From an optimization exercise on the open Yosys and OpenROAD flow, aimed at small area and a short achievable clock period; shortcuts taken in it are not production practice.
RTL that was checked went through simulation tests only; none was proved equivalent to the original.

==> v3 <==
==> flow/design.v <==
`timescale 1ns/1ps
module cordic_cos (
    input  wire        clk,
    input  wire        rst,
    input  wire [31:0] angle_in,
    output reg  [31:0] cos_out,
    output reg  [31:0] sin_out
);
    localparam [31:0] K = 32'h4DBA76D0;
    reg [4:0] c;
    wire load = c[4] & c[0];
    wire publ = c[4] & ~c[0];
    always @(posedge clk or posedge rst) begin
        if (rst)
            c <= 5'd17;
        else if (c[4])
            c <= c[0] ? 5'd0 : 5'd17;
        else
            c <= c + 5'd1;
    end
    reg [31:0] atan;
    always @(*) begin
        case (c[3:0])
            4'd0:  atan = 32'h3243F6A9;
            4'd1:  atan = 32'h1DAC6705;
            4'd2:  atan = 32'h0FADBAFC;
            4'd3:  atan = 32'h07F56EA6;
            4'd4:  atan = 32'h03FEAB76;
            4'd5:  atan = 32'h01FFD55B;
            4'd6:  atan = 32'h00FFFABA;
            4'd7:  atan = 32'h007FFFD5;
            4'd8:  atan = 32'h003FFFFF;
            4'd9:  atan = 32'h001FFFFF;
            4'd10: atan = 32'h000FFFFF;
            4'd11: atan = 32'h0007FFFF;
            4'd12: atan = 32'h0003FFFF;
            4'd13: atan = 32'h0001FFFF;
            4'd14: atan = 32'h0000FFFF;
            default: atan = 32'h00007FFF;
        endcase
    end
    reg signed [31:0] x, y;
    reg        [31:0] z;
    reg [3:0] sx, syn;
    always @(posedge clk) begin
        sx  <= (load | c[4]) ? 4'd0 : c[3:0] + 4'd1;
        syn <= ~((load | c[4]) ? 4'd0 : c[3:0] + 4'd1);
    end
    wire signed [31:0] xs = x >>> sx;
    wire signed [31:0] ys = y >>> ~syn;
    wire neg = z[31];
    wire [31:0] xn = x + (ys ^ {32{~neg}}) + {31'd0, ~neg};
    wire [31:0] yn = y + (xs ^ {32{neg}})  + {31'd0, neg};
    wire [31:0] zn = z + (atan ^ {32{~neg}}) + {31'd0, ~neg};
    always @(posedge clk) begin
        if (load) begin
            x <= K;
            y <= 32'd0;
            z <= angle_in;
        end else begin
            x <= xn;
            y <= yn;
            z <= zn;
        end
    end
    always @(posedge clk or posedge rst) begin
        if (rst) begin
            cos_out <= 32'd0;
            sin_out <= 32'd0;
        end else if (publ) begin
            cos_out <= x;
            sin_out <= y;
        end
    end
endmodule
==> flow/flow/run.sh <==
#!/bin/bash
# Standard ORFS layout, with these changes: ABC maps for delay (flow/abc_map.script,
# classic delay-driven "map") instead of ORFS's speed script, ports are buffered with
# buf_1 (resized later as timing needs), and repair_timing aims for a larger setup
# margin. The SDC, period and all other steps are the standard flow's own.
set -euo pipefail
W=$PWD
export MY_ABC_SCRIPT=$W/flow/abc_map.script
export MY_ABC_D=2000
MARGIN=$(cat $W/flow/margin.txt)
bash $W/standard.sh SYNTH_SCRIPT=$W/flow/my_synth.tcl SETUP_SLACK_MARGIN=$MARGIN \
  "BUFFER_PORTS_ARGS=-buffer_cell sky130_fd_sc_hd__buf_1" finish > $W/flow_standard.log 2>&1
==> flow/flow/abc_map.script <==
strash
dch
map -B 0.9 {D}
topo
stime -c
buffer -c
upsize -c {D}
dnsize -c {D}
stime -c
==> flow/flow/margin.txt <==
6.3
==> flow/flow/my_synth.tcl <==
proc synth {args} { yosys synth -nofsm -noshare {*}$args }
proc abc {args} {
  set new {}
  set skip 0
  foreach a $args {
    if {$skip} { set skip 0; lappend new $::env(MY_ABC_SCRIPT); continue }
    if {$a eq "-script"} { set skip 1; lappend new $a; continue }
    lappend new $a
  }
  if {[info exists ::env(MY_ABC_D)]} {
    set i [lsearch $new -D]
    if {$i >= 0} { set new [lreplace $new $i [expr {$i+1}]] }
    lappend new -D $::env(MY_ABC_D)
  }
  puts "MY ABC: $new"
  yosys abc {*}$new
}
source $::env(SCRIPTS_DIR)/synth.tcl
# left out here: clear keep_hierarchy, flatten, clean up, hide names made inside functions, write 1_2_yosys.v
==> flow/standard.sh <==
#!/bin/bash
# synth_recipe.tcl (not shown) runs the flow's synth.tcl, then flattens the netlist and writes it again
# the make line also repeats each setting of config.mk as NAME=value (left out here)
make -C /OpenROAD-flow-scripts/flow DESIGN_CONFIG=/design/flow/config.mk WORK_HOME=/design/flow/orfs CLKGATE_MAP_FILE= SYNTH_SCRIPT=/design/flow/synth_recipe.tcl "${@:-finish}"
==> flow/config.mk <==
export PLATFORM = sky130hd
export DESIGN_NAME = cordic_cos
export DESIGN_NICKNAME = cordic_cos
export VERILOG_FILES = /design/flow/design.v
export SDC_FILE = /design/flow/constraint.sdc
export NUM_CORES = 4
export LEC_CHECK = 0
export CAP_MARGIN = 20
export CORE_MARGIN = 2
export CORE_UTILIZATION = 40
export SLEW_MARGIN = 20
==> flow/constraint.sdc <==
create_clock -name core_clock -period 10.0 [get_ports {clk}]
set_input_delay 2.0000 -clock core_clock [delete_from_list [all_inputs] [get_ports {clk}]]
set_output_delay 2.0000 -clock core_clock [all_outputs]
set_load 0.01 [all_outputs]
==> inputs of v7, as changes to v3 <==
--- a/flow/design.v
+++ b/flow/design.v
@@ -1,4 +1,62 @@
 `timescale 1ns/1ps
+module sra16 (
+    input  wire [31:0] d,
+    input  wire [3:0]  ha,
+    input  wire [3:0]  hb,
+    input  wire [3:0]  q,
+    output wire [31:0] o
+);
+    wire [46:0] de = {{15{d[31]}}, d};
+    wire [46:0] m;
+    genvar k;
+    generate
+        for (k = 0; k < 22; k = k + 1) begin : lo
+            assign m[k] = (ha[0] & de[k]) | (ha[1] & de[k+1]) | (ha[2] & de[k+2]) | (ha[3] & de[k+3]);
+        end
+        for (k = 22; k < 44; k = k + 1) begin : mid
+            assign m[k] = (hb[0] & de[k]) | (hb[1] & de[k+1]) | (hb[2] & de[k+2]) | (hb[3] & de[k+3]);
+        end
+        for (k = 44; k < 47; k = k + 1) begin : hi
+            assign m[k] = d[31];
+        end
+        for (k = 0; k < 32; k = k + 1) begin : out
+            assign o[k] = (q[0] & m[k]) | (q[1] & m[k+4]) | (q[2] & m[k+8]) | (q[3] & m[k+12]);
+        end
+    endgenerate
+endmodule
+module carries32 (
+    input  wire [31:0] a,
+    input  wire [31:0] b,
+    output wire [31:0] c
+);
+    wire [31:0] g [0:6];
+    wire [31:0] p [0:6];
+    assign g[0] = a & b;
+    assign p[0] = a ^ b;
+    genvar l, k;
+    generate
+        for (l = 0; l < 5; l = l + 1) begin : ks
+            for (k = 0; k < 32; k = k + 1) begin : bk
+                if ((k & 1) && k >= (1 << l)) begin : n
+                    assign g[l+1][k] = g[l][k] | (p[l][k] & g[l][k - (1 << l)]);
+                    assign p[l+1][k] = p[l][k] & p[l][k - (1 << l)];
+                end else begin : w
+                    assign g[l+1][k] = g[l][k];
+                    assign p[l+1][k] = p[l][k];
+                end
+            end
+        end
+        for (k = 0; k < 32; k = k + 1) begin : ev
+            if (!(k & 1) && k >= 2) begin : n
+                assign g[6][k] = g[5][k] | (p[5][k] & g[5][k-1]);
+            end else begin : w
+                assign g[6][k] = g[5][k];
+            end
+            assign p[6][k] = p[5][k];
+        end
+    endgenerate
+    assign c = {g[6][30:0], 1'b0};
+endmodule
 module cordic_cos (
     input  wire        clk,
     input  wire        rst,
@@ -39,27 +97,51 @@
             default: atan = 32'h00007FFF;
         endcase
     end
-    reg signed [31:0] x, y;
-    reg        [31:0] z;
-    reg [3:0] sx, syn;
+    wire [3:0] snext = (load | c[4]) ? 4'd0 : c[3:0] + 4'd1;
+    wire [3:0] hn = 4'b0001 << snext[1:0];
+    wire [3:0] qn = 4'b0001 << snext[3:2];
+    reg  [3:0] hxa, hxbn, qx, qyn, hya, hybn;
     always @(posedge clk) begin
-        sx  <= (load | c[4]) ? 4'd0 : c[3:0] + 4'd1;
-        syn <= ~((load | c[4]) ? 4'd0 : c[3:0] + 4'd1);
+        hxa  <= hn;
+        hxbn <= ~hn;
+        qx   <= qn;
+        qyn  <= ~qn;
     end
-    wire signed [31:0] xs = x >>> sx;
-    wire signed [31:0] ys = y >>> ~syn;
-    wire neg = z[31];
-    wire [31:0] xn = x + (ys ^ {32{~neg}}) + {31'd0, ~neg};
-    wire [31:0] yn = y + (xs ^ {32{neg}})  + {31'd0, neg};
-    wire [31:0] zn = z + (atan ^ {32{~neg}}) + {31'd0, ~neg};
+    always @(posedge clk or posedge rst) begin
+        if (rst) begin
+            hya  <= 4'b0000;
+            hybn <= 4'b1111;
+        end else begin
+            hya  <= hn;
+            hybn <= ~hn;
+        end
+    end
+    reg [31:0] x, y, z;
+    reg        zpos;
+    wire [31:0] xs, ys;
+    sra16 shx (.d(x), .ha(hxa), .hb(~hxbn), .q(qx), .o(xs));
+    sra16 shy (.d(y), .ha(hya), .hb(~hybn), .q(~qyn), .o(ys));
+    wire [31:0] sx = {32{zpos}};      
+    wire [31:0] sy = {32{z[31]}};     
+    wire [31:0] ax = x ^ sx, ay = y ^ sy, az = z ^ sx;
+    wire [31:0] cx, cy;                          
+    carries32 kx (.a(ax), .b(ys), .c(cx));
+    carries32 ky (.a(ay), .b(xs), .c(cy));
+    wire [31:0] cz;
+    carries32 kz (.a(az), .b(atan), .c(cz));
+    wire [31:0] xn = x ^ ys ^ cx;
+    wire [31:0] yn = y ^ xs ^ cy;
+    wire [31:0] zn = z ^ atan ^ cz;
     always @(posedge clk) begin
         if (load) begin
+            zpos <= ~angle_in[31];
             x <= K;
             y <= 32'd0;
             z <= angle_in;
         end else begin
             x <= xn;
             y <= yn;
+            zpos <= ~zn[31];
             z <= zn;
         end
     end
==> flow/flow/run.sh (replaced) <==
#!/bin/bash
# The standard layout (standard.sh, with its config and SDC), with these changes:
# - synthesis runs ORFS's synth.tcl through flow/my_synth.tcl, which differs from
#   synth_recipe.tcl only in the ABC script: flow/abc_map.script (delay-driven
#   mapping) with the delay target in flow/abc_d.txt;
# - repair_timing aims for the setup margin in flow/margin.txt;
# - flow/make_args.txt: further ORFS variables, one per line (port buffer cell, ...).
# The clock period, SDC, reset and I/O constraints are the standard flow's own.
set -euo pipefail
W=$PWD
export MY_ABC_SCRIPT=$W/flow/abc_map.script
export MY_ABC_D=$(cat $W/flow/abc_d.txt)
M=$(cat $W/flow/margin.txt)
ARGS=()
while IFS= read -r line; do [ -n "$line" ] && ARGS+=("$line"); done < $W/flow/make_args.txt
bash $W/standard.sh SYNTH_SCRIPT=$W/flow/my_synth.tcl SETUP_SLACK_MARGIN=$M "${ARGS[@]}" \
  finish > $W/flow_standard.log 2>&1
==> flow/flow/abc_d.txt (new file) <==
2000
==> flow/flow/make_args.txt (new file) <==
BUFFER_PORTS_ARGS=-buffer_cell sky130_fd_sc_hd__buf_1
CTS_ARGS=-sink_clustering_enable -repair_clock_nets -dont_use_dummy_load
==> flow/flow/margin.txt (replaced) <==
6.8
==> inputs of v25, as changes to v3 <==
==> flow/run.sh (new file) <==
#!/bin/bash
# synth_recipe.tcl (not shown) runs the flow's synth.tcl, then flattens the netlist and writes it again
# the make line also repeats each setting of config.mk as NAME=value (left out here)
make -C /OpenROAD-flow-scripts/flow DESIGN_CONFIG=/design/flow/config.mk WORK_HOME=/design/flow/orfs CLKGATE_MAP_FILE= SYNTH_SCRIPT=/design/flow/synth_recipe.tcl finish
--- a/flow/config.mk
+++ b/flow/config.mk
@@ -8,4 +8,5 @@
 export CAP_MARGIN = 20
 export CORE_MARGIN = 2
 export CORE_UTILIZATION = 40
+export SETUP_SLACK_MARGIN = 5
 export SLEW_MARGIN = 20
removed: flow/flow/run.sh
removed: flow/flow/abc_map.script
removed: flow/flow/margin.txt
removed: flow/flow/my_synth.tcl
removed: flow/standard.sh
==> notes <==
Between v3 and v25, the lower fmax is in v25 (gap 34%, measured against v25).
Cell count: v25 < v3 < v7.
Of v25 and v3, v25 has the higher core utilization (gap 0.94 points).
Final area: v7 is larger than v3 (about 6%).
The highest synthesized cell count belongs to v3, the lowest to v25.
==> figures <==
item	v3	v25	v7
Master of the slowest instance on the critical path	dfxtp_1	mux4_2	dfstp_2
Routed via count divided by cell count	5.44	5.61	5.38
GRT met1 Usage	30.8%	28.7%	30.7%
Wire length of the first global-routing pass	73.1 mm	61.9 mm	71.2 mm
Via count of the first global-routing pass	13.5k	11.4k	13.1k
Met2 capacity usage during global routing	42.4%	36.2%	39.4%
Compound-cell area share of the yosys netlist	21.4%	19.2%	21.0%
Outcome	timing/DRC/antenna clean	timing/DRC/antenna clean	timing/DRC/antenna clean
Area of the die	38000 um2	36900 um2	38300 um2
No functional check of the RTL was part of v7.

## re-timing with driven ports
How much do the figures lean on ideal ports? The routed layouts below were timed once more, with nothing changed but the port constraints.
Step 1 sets driving cells, clkbuf_16 on the clock port and buf_2 on the other inputs (assumed; they add their load-dependent delay and slew).
Step 2 also shifts input and output timing later by t, the mid clock arrival at the registers, as if the neighbouring blocks saw the same clock.
a / b / c = ideal ports / drivers / drivers and shift; a / b = the first two.
run | shift t [ns] | setup WS [ns] | hold slack, ns | slew at the worst register clock pin (ns) | pins driven straight from the clock port
v3 | 0.510 | 6.473 / 6.473 / 6.473 | 0.482 / 0.482 / 0.482 | 0.08 / 0.08 | 1
v7 | 0.506 | 6.883 / 6.883 / 6.883 | 0.481 / 0.481 / 0.481 | 0.08 / 0.08 | 1
v25 | 0.502 | 5.285 / 5.285 / 5.285 | 0.507 / 0.507 / 0.507 | 0.07 / 0.07 | 1
After both steps setup and hold are still met in every run listed.
